From an optimization exercise on the open Yosys and OpenROAD flow, aimed at small area and a short achievable clock period; shortcuts taken in it are not production practice.
RTL that was checked went through simulation tests only; none was proved equivalent to the original.
The flow treats the clock pin as an ideal source. Dropping or thinning the clock tree relies on that and would not hold on a real chip.
No activity file was given, so power comes from the tool's default toggle rates.

== v6 ==
==> module fifo, before the edit <==
module fifo(input [8-1:0]  data_in,
            input write_enb,
            input read,
            output [8-1:0] data_out,
            output reg full,
            output reg empty,
            input clock,
            input reset
           );
    localparam W    = 8;
    localparam ROWS = 32 - 1;            
    localparam AW   = 5;                     
    localparam CW   = 6;                     
    localparam [CW-1:0] L0  = 6'b000001;
    localparam [CW-1:0] L1  = 6'b000010;
    localparam [CW-1:0] L3  = 6'b001000;
    localparam [CW-1:0] L31 = 6'b100100;
    localparam [CW-1:0] L32 = 6'b001001;
    localparam G2   = (ROWS + 1) / 2;        
    reg  [W-1:0]    head;                    
    reg  [W-1:0]    mem [0:ROWS-1];
    reg  [3:0]      ran;                     
    reg  [7:0]      rbn;                     
    reg  [AW-1:0]   wptr;                    
    reg  [CW-1:0]   lfsr;                    
    reg             one;                     
    reg             two;                     
    wire le1   = empty | one;                
    wire three = (lfsr == L3);
    wire near  = (lfsr == L31);
    wire mid   = ~le1 & ~full;               
    wire [CW-1:0] cu = {lfsr[CW-2:0], lfsr[5] ^ lfsr[4]};    
    wire [CW-1:0] cd = {lfsr[0] ^ lfsr[5], lfsr[CW-1:1]};    
    wire [CW-1:0] c_w  = full  ? L32 : cu;
    wire [CW-1:0] c_r  = empty ? L0  : cd;
    wire [CW-1:0] c_wr = empty ? L1 : full ? L31 : lfsr;
    wire [AW-1:0] wptr_up = (wptr == ROWS-1) ? {AW{1'b0}} : wptr + 1'b1;
    wire [3:0] wa = 4'b0001 << wptr[1:0];
    wire [7:0] wb = 8'b00000001 << wptr[4:2];
    wire [ROWS-1:0] wdec;
    genvar g;
    generate
      for (g = 0; g < ROWS; g = g + 1) begin : dec
        assign wdec[g] = wa[g % 4] & wb[g / 4];
      end
    endgenerate
    wire [3:0] ra = ~ran;
    wire [7:0] rb = ~rbn;
    wire       rwrap = ra[2] & rb[7];
    wire [3:0] ra_up = rwrap ? 4'b0001 : {ra[2:0], ra[3]};
    wire [7:0] rb_up = rwrap ? 8'b00000001 : ra[3] ? {rb[6:0], rb[7]} : rb;
    wire [ROWS-1:0] rsel;
    generate
      for (g = 0; g < ROWS; g = g + 1) begin : rs
        assign rsel[g] = ~(ran[g % 4] | rbn[g / 4]);
      end
    endgenerate
    wire [CW-1:0] count_n;
    wire          one_n, two_n;
    fifo_sel4 #(.W(CW+2)) u_cnt_n (
      .d00({lfsr,  one,   two}),
      .d10({c_w,   empty, one}),
      .d01({c_r,   two,   three}),
      .d11({c_wr,  le1,   two}),
      .s1(write_enb), .s0(read),
      .y({count_n, one_n, two_n}));
    wire empty_n = ~write_enb & (empty | (read & one));
    wire full_n  = ~read & (full | (write_enb & near));
    wire w_buf = write_enb & (mid | (one & ~read));
    wire rs_hold  = reset & ~read & ~le1;
    wire rs_shift = reset & read & ~le1 & (~two | write_enb);
    wire rs_load  = reset & one & write_enb & ~read;
    wire [3:0] ran_n = ~(({4{rs_hold}} & ra) | ({4{rs_shift}} & ra_up) | ({4{rs_load}} & wa));
    wire [7:0] rbn_n = rs_shift ? ~rb_up : rs_load ? ~wb : rbn;
    assign data_out = head;
    wire [W-1:0] pair_n [0:G2-1];
    generate
      for (g = 0; g < G2 - 1; g = g + 1) begin : grp
        fifo_aoi2 #(.W(W)) u_aoi (
          .a0(mem[2*g]),   .s0(rsel[2*g]),
          .a1(mem[2*g+1]), .s1(rsel[2*g+1]),
          .y(pair_n[g]));
      end
    endgenerate
    fifo_nand2 #(.W(W)) u_last (.a(mem[ROWS-1]), .b({W{rsel[ROWS-1]}}), .y(pair_n[G2-1]));
    wire [W-1:0] din_n;
    fifo_nand2 #(.W(W)) u_din (.a(data_in), .b({W{le1}}), .y(din_n));
    wire [W-1:0] quad [0:3];
    wire [W-1:0] half_n [0:1];
    wire [W-1:0] head_d;
    generate
      for (g = 0; g < 4; g = g + 1) begin : q4
        fifo_nand4 #(.W(W)) u_q (.a(pair_n[4*g]), .b(pair_n[4*g+1]),
          .c(pair_n[4*g+2]), .d(pair_n[4*g+3]), .y(quad[g]));
      end
      for (g = 0; g < 2; g = g + 1) begin : h2
        fifo_nor2 #(.W(W)) u_h (.a(quad[2*g]), .b(quad[2*g+1]), .y(half_n[g]));
      end
    endgenerate
    fifo_nand3 #(.W(W)) u_or (.a(half_n[0]), .b(half_n[1]), .c(din_n), .y(head_d));
    always @(posedge clock)
      if (read | empty)
        head <= head_d;
    always @(posedge clock)
      if (write_enb & ~full)
        mem[wptr] <= data_in;
    always @(posedge clock)
     begin
      ran <= ran_n;
      rbn <= rbn_n;
     end
    always @(posedge clock)
     begin
      if (~reset)
       begin
        wptr  <= {AW{1'b0}};
        lfsr  <= L0;
        empty <= 1'b1;
        one   <= 1'b0;
        two   <= 1'b0;
        full  <= 1'b0;
       end
      else
       begin
        if (w_buf)
          wptr <= wptr_up;
        lfsr  <= count_n;
        empty <= empty_n;
        one   <= one_n;
        two   <= two_n;
        full  <= full_n;
       end
     end
endmodule
clock: 3.5 ns
lec_check: 0
cap_margin: 20
core_margin: 2
core_utilization: 50
setup_slack_margin: 1.95
slew_margin: 20
synth_hierarchical: 1
tns_end_percent: 10
standard.sh (not shown) runs the stock make flow with config.mk's settings and CLKGATE_MAP_FILE= SYNTH_SCRIPT=/design/flow/synth_recipe.tcl, a recipe that flattens the netlist after the stock synthesis.
==> flow/flow/run.sh <==
#!/bin/bash
set -euo pipefail
here=$(pwd)
res=$here/orfs/results/sky130hd/fifo/base
export BUFFER_PORTS_ARGS="-buffer_cell sky130_fd_sc_hd__buf_2"
bash standard.sh synth > synth.log 2>&1
bash standard.sh run RUN_SCRIPT=$here/flow/downsize.tcl RUN_LOG_NAME_STEM=1_4_downsize > downsize.log 2>&1
grep -q "^downsize:" downsize.log
touch $res/1_synth.sdc
bash standard.sh place > place.log 2>&1
bash standard.sh run RUN_SCRIPT=$here/flow/my_cts.tcl RUN_LOG_NAME_STEM=4_1_cts_custom > cts.log 2>&1
test -f $res/4_1_cts.odb
cp $res/4_1_cts.odb $res/4_cts.odb
touch $res/4_cts.sdc
bash standard.sh finish > finish.log 2>&1
Other scripts of this flow, unchanged in this note and not shown: flow/flow/downsize.tcl, flow/flow/my_cts.tcl
> inputs changed (v6 -> v7)
-- flow/design.v --
<<< v6, line 10
    localparam W    = 8;
    localparam ROWS = 32 - 1;            
    localparam AW   = 5;                     
    localparam CW   = 6;                     
    localparam [CW-1:0] L0  = 6'b000001;
>>> v7, line 10
    localparam W    = 8;
    localparam ROWS = 32 - 1;            
    localparam CW   = 6;                     
    localparam [CW-1:0] L0  = 6'b000001;
<<< v6, line 22
    reg  [3:0]      ran;                     
    reg  [7:0]      rbn;                     
    reg  [AW-1:0]   wptr;                    
    reg  [CW-1:0]   lfsr;                    
    reg             one;                     
>>> v7, line 21
    reg  [3:0]      ran;                     
    reg  [7:0]      rbn;                     
    reg  [CW-1:0]   lfsr;                    
    reg             one;                     
<<< v6, line 29
    wire three = (lfsr == L3);
    wire near  = (lfsr == L31);
    wire mid   = ~le1 & ~full;               
    wire [CW-1:0] cu = {lfsr[CW-2:0], lfsr[5] ^ lfsr[4]};    
    wire [CW-1:0] cd = {lfsr[0] ^ lfsr[5], lfsr[CW-1:1]};    
>>> v7, line 27
    wire three = (lfsr == L3);
    wire near  = (lfsr == L31);
    wire [CW-1:0] cu = {lfsr[CW-2:0], lfsr[5] ^ lfsr[4]};    
    wire [CW-1:0] cd = {lfsr[0] ^ lfsr[5], lfsr[CW-1:1]};    
<<< v6, line 35
    wire [CW-1:0] c_r  = empty ? L0  : cd;
    wire [CW-1:0] c_wr = empty ? L1 : full ? L31 : lfsr;
    wire [AW-1:0] wptr_up = (wptr == ROWS-1) ? {AW{1'b0}} : wptr + 1'b1;
    wire [3:0] wa = 4'b0001 << wptr[1:0];
    wire [7:0] wb = 8'b00000001 << wptr[4:2];
    wire [ROWS-1:0] wdec;
    genvar g;
    generate
      for (g = 0; g < ROWS; g = g + 1) begin : dec
        assign wdec[g] = wa[g % 4] & wb[g / 4];
      end
    endgenerate
    wire [3:0] ra = ~ran;
    wire [7:0] rb = ~rbn;
    wire       rwrap = ra[2] & rb[7];
    wire [3:0] ra_up = rwrap ? 4'b0001 : {ra[2:0], ra[3]};
    wire [7:0] rb_up = rwrap ? 8'b00000001 : ra[3] ? {rb[6:0], rb[7]} : rb;
    wire [ROWS-1:0] rsel;
    generate
>>> v7, line 32
    wire [CW-1:0] c_r  = empty ? L0  : cd;
    wire [CW-1:0] c_wr = empty ? L1 : full ? L31 : lfsr;
    genvar g;
    integer k;
    wire [3:0] ra = ~ran;
    wire [7:0] rb = ~rbn;
    wire [3:0] ra_up = {ra[2:0], ra[3]};
    wire [7:0] rb_up = ra[3] ? {rb[6:0], rb[7]} : rb;
    wire [3:0] ra_dn = {ra[0], ra[3:1]};
    wire [7:0] rb_dn = ra[0] ? {rb[0], rb[7:1]} : rb;
    wire [ROWS-1:0] rsel;
    generate
<<< v6, line 67
    wire empty_n = ~write_enb & (empty | (read & one));
    wire full_n  = ~read & (full | (write_enb & near));
    wire w_buf = write_enb & (mid | (one & ~read));
    wire rs_hold  = reset & ~read & ~le1;
    wire rs_shift = reset & read & ~le1 & (~two | write_enb);
    wire rs_load  = reset & one & write_enb & ~read;
    wire [3:0] ran_n = ~(({4{rs_hold}} & ra) | ({4{rs_shift}} & ra_up) | ({4{rs_load}} & wa));
    wire [7:0] rbn_n = rs_shift ? ~rb_up : rs_load ? ~wb : rbn;
    assign data_out = head;
    wire [W-1:0] pair_n [0:G2-1];
>>> v7, line 57
    wire empty_n = ~write_enb & (empty | (read & one));
    wire full_n  = ~read & (full | (write_enb & near));
    wire w        = write_enb & ~full;
    wire rs_keep  = reset & ~le1 & (read ~^ w);
    wire rs_up    = reset & ~le1 & w & ~read;
    wire rs_dn    = reset & ~le1 & read & ~w & ~two;
    wire rs_load  = reset & one & write_enb & ~read;
    wire [3:0] ran_n = ~(({4{rs_keep}} & ra) | ({4{rs_up}} & ra_up) |
                         ({4{rs_dn}} & ra_dn) | ({4{rs_load}} & 4'b0001));
    wire [7:0] rbn_n = ~(({8{rs_keep}} & rb) | ({8{rs_up}} & rb_up) |
                         ({8{rs_dn}} & rb_dn) | ({8{rs_load}} & 8'b00000001));
    assign data_out = head;
    wire [W-1:0] pair_n [0:G2-1];
<<< v6, line 103
        head <= head_d;
    always @(posedge clock)
      if (write_enb & ~full)
        mem[wptr] <= data_in;
    always @(posedge clock)
     begin
>>> v7, line 96
        head <= head_d;
    always @(posedge clock)
      if (w)
       begin
        for (k = ROWS - 1; k > 0; k = k - 1)
          mem[k] <= mem[k-1];
        mem[0] <= data_in;
       end
    always @(posedge clock)
     begin
<<< v6, line 114
      if (~reset)
       begin
        wptr  <= {AW{1'b0}};
        lfsr  <= L0;
        empty <= 1'b1;
>>> v7, line 111
      if (~reset)
       begin
        lfsr  <= L0;
        empty <= 1'b1;
<<< v6, line 123
      else
       begin
        if (w_buf)
          wptr <= wptr_up;
        lfsr  <= count_n;
        empty <= empty_n;
>>> v7, line 119
      else
       begin
        lfsr  <= count_n;
        empty <= empty_n;
In the reports for v7 and v6, the smaller global-route usage belongs to v7.
Diff v6 -> v7: proportion of power drawn by flip-flops and latches grew by 1.7 points; fraction of layout cells with a size suffix above 1 fell by 9.1 points; detailed-route wire length on metal 1 now smaller.
Delta (v7 minus v6): total design power climbed about 2.4%, width of the die went down, fraction of area in registers has increased, layout overhead on the synthesized area moved down.
Across v7 and v6, none had a timing, DRC or antenna violation.
For v6, only the layout was checked, not whether the RTL still works. No run of this note takes its clock network from TritonCTS; it comes from the design's own scripts or RTL.

[port drivers added, routing unchanged]
In the flow no input, the clock included, has a driving cell. The finished layouts below were timed again as built, in two steps.
Step 1 sets driving cells, clkbuf_16 on the clock port and buf_2 on the other inputs (assumed; they add their load-dependent delay and slew).
Step 2, shift: input delay + t, output delay - t, t = (earliest + latest rising clock arrival at the registers) / 2. This alone moves slack from input paths to output paths.
Three values: no drivers, after step 1, after step 2; two values: the first two.
run	t, ns	setup WS [ns]	worst register clock-pin slew, ns
v6	0.398	1.811 / 1.787 / 1.525	0.10 / 0.10
v7	0.387	1.920 / 1.864 / 1.603	0.09 / 0.09
After both steps every run listed still meets setup and hold. For v7, which loses most, drivers alone change the setup slack by -0.056 ns; drivers and shift together by -0.317 ns.
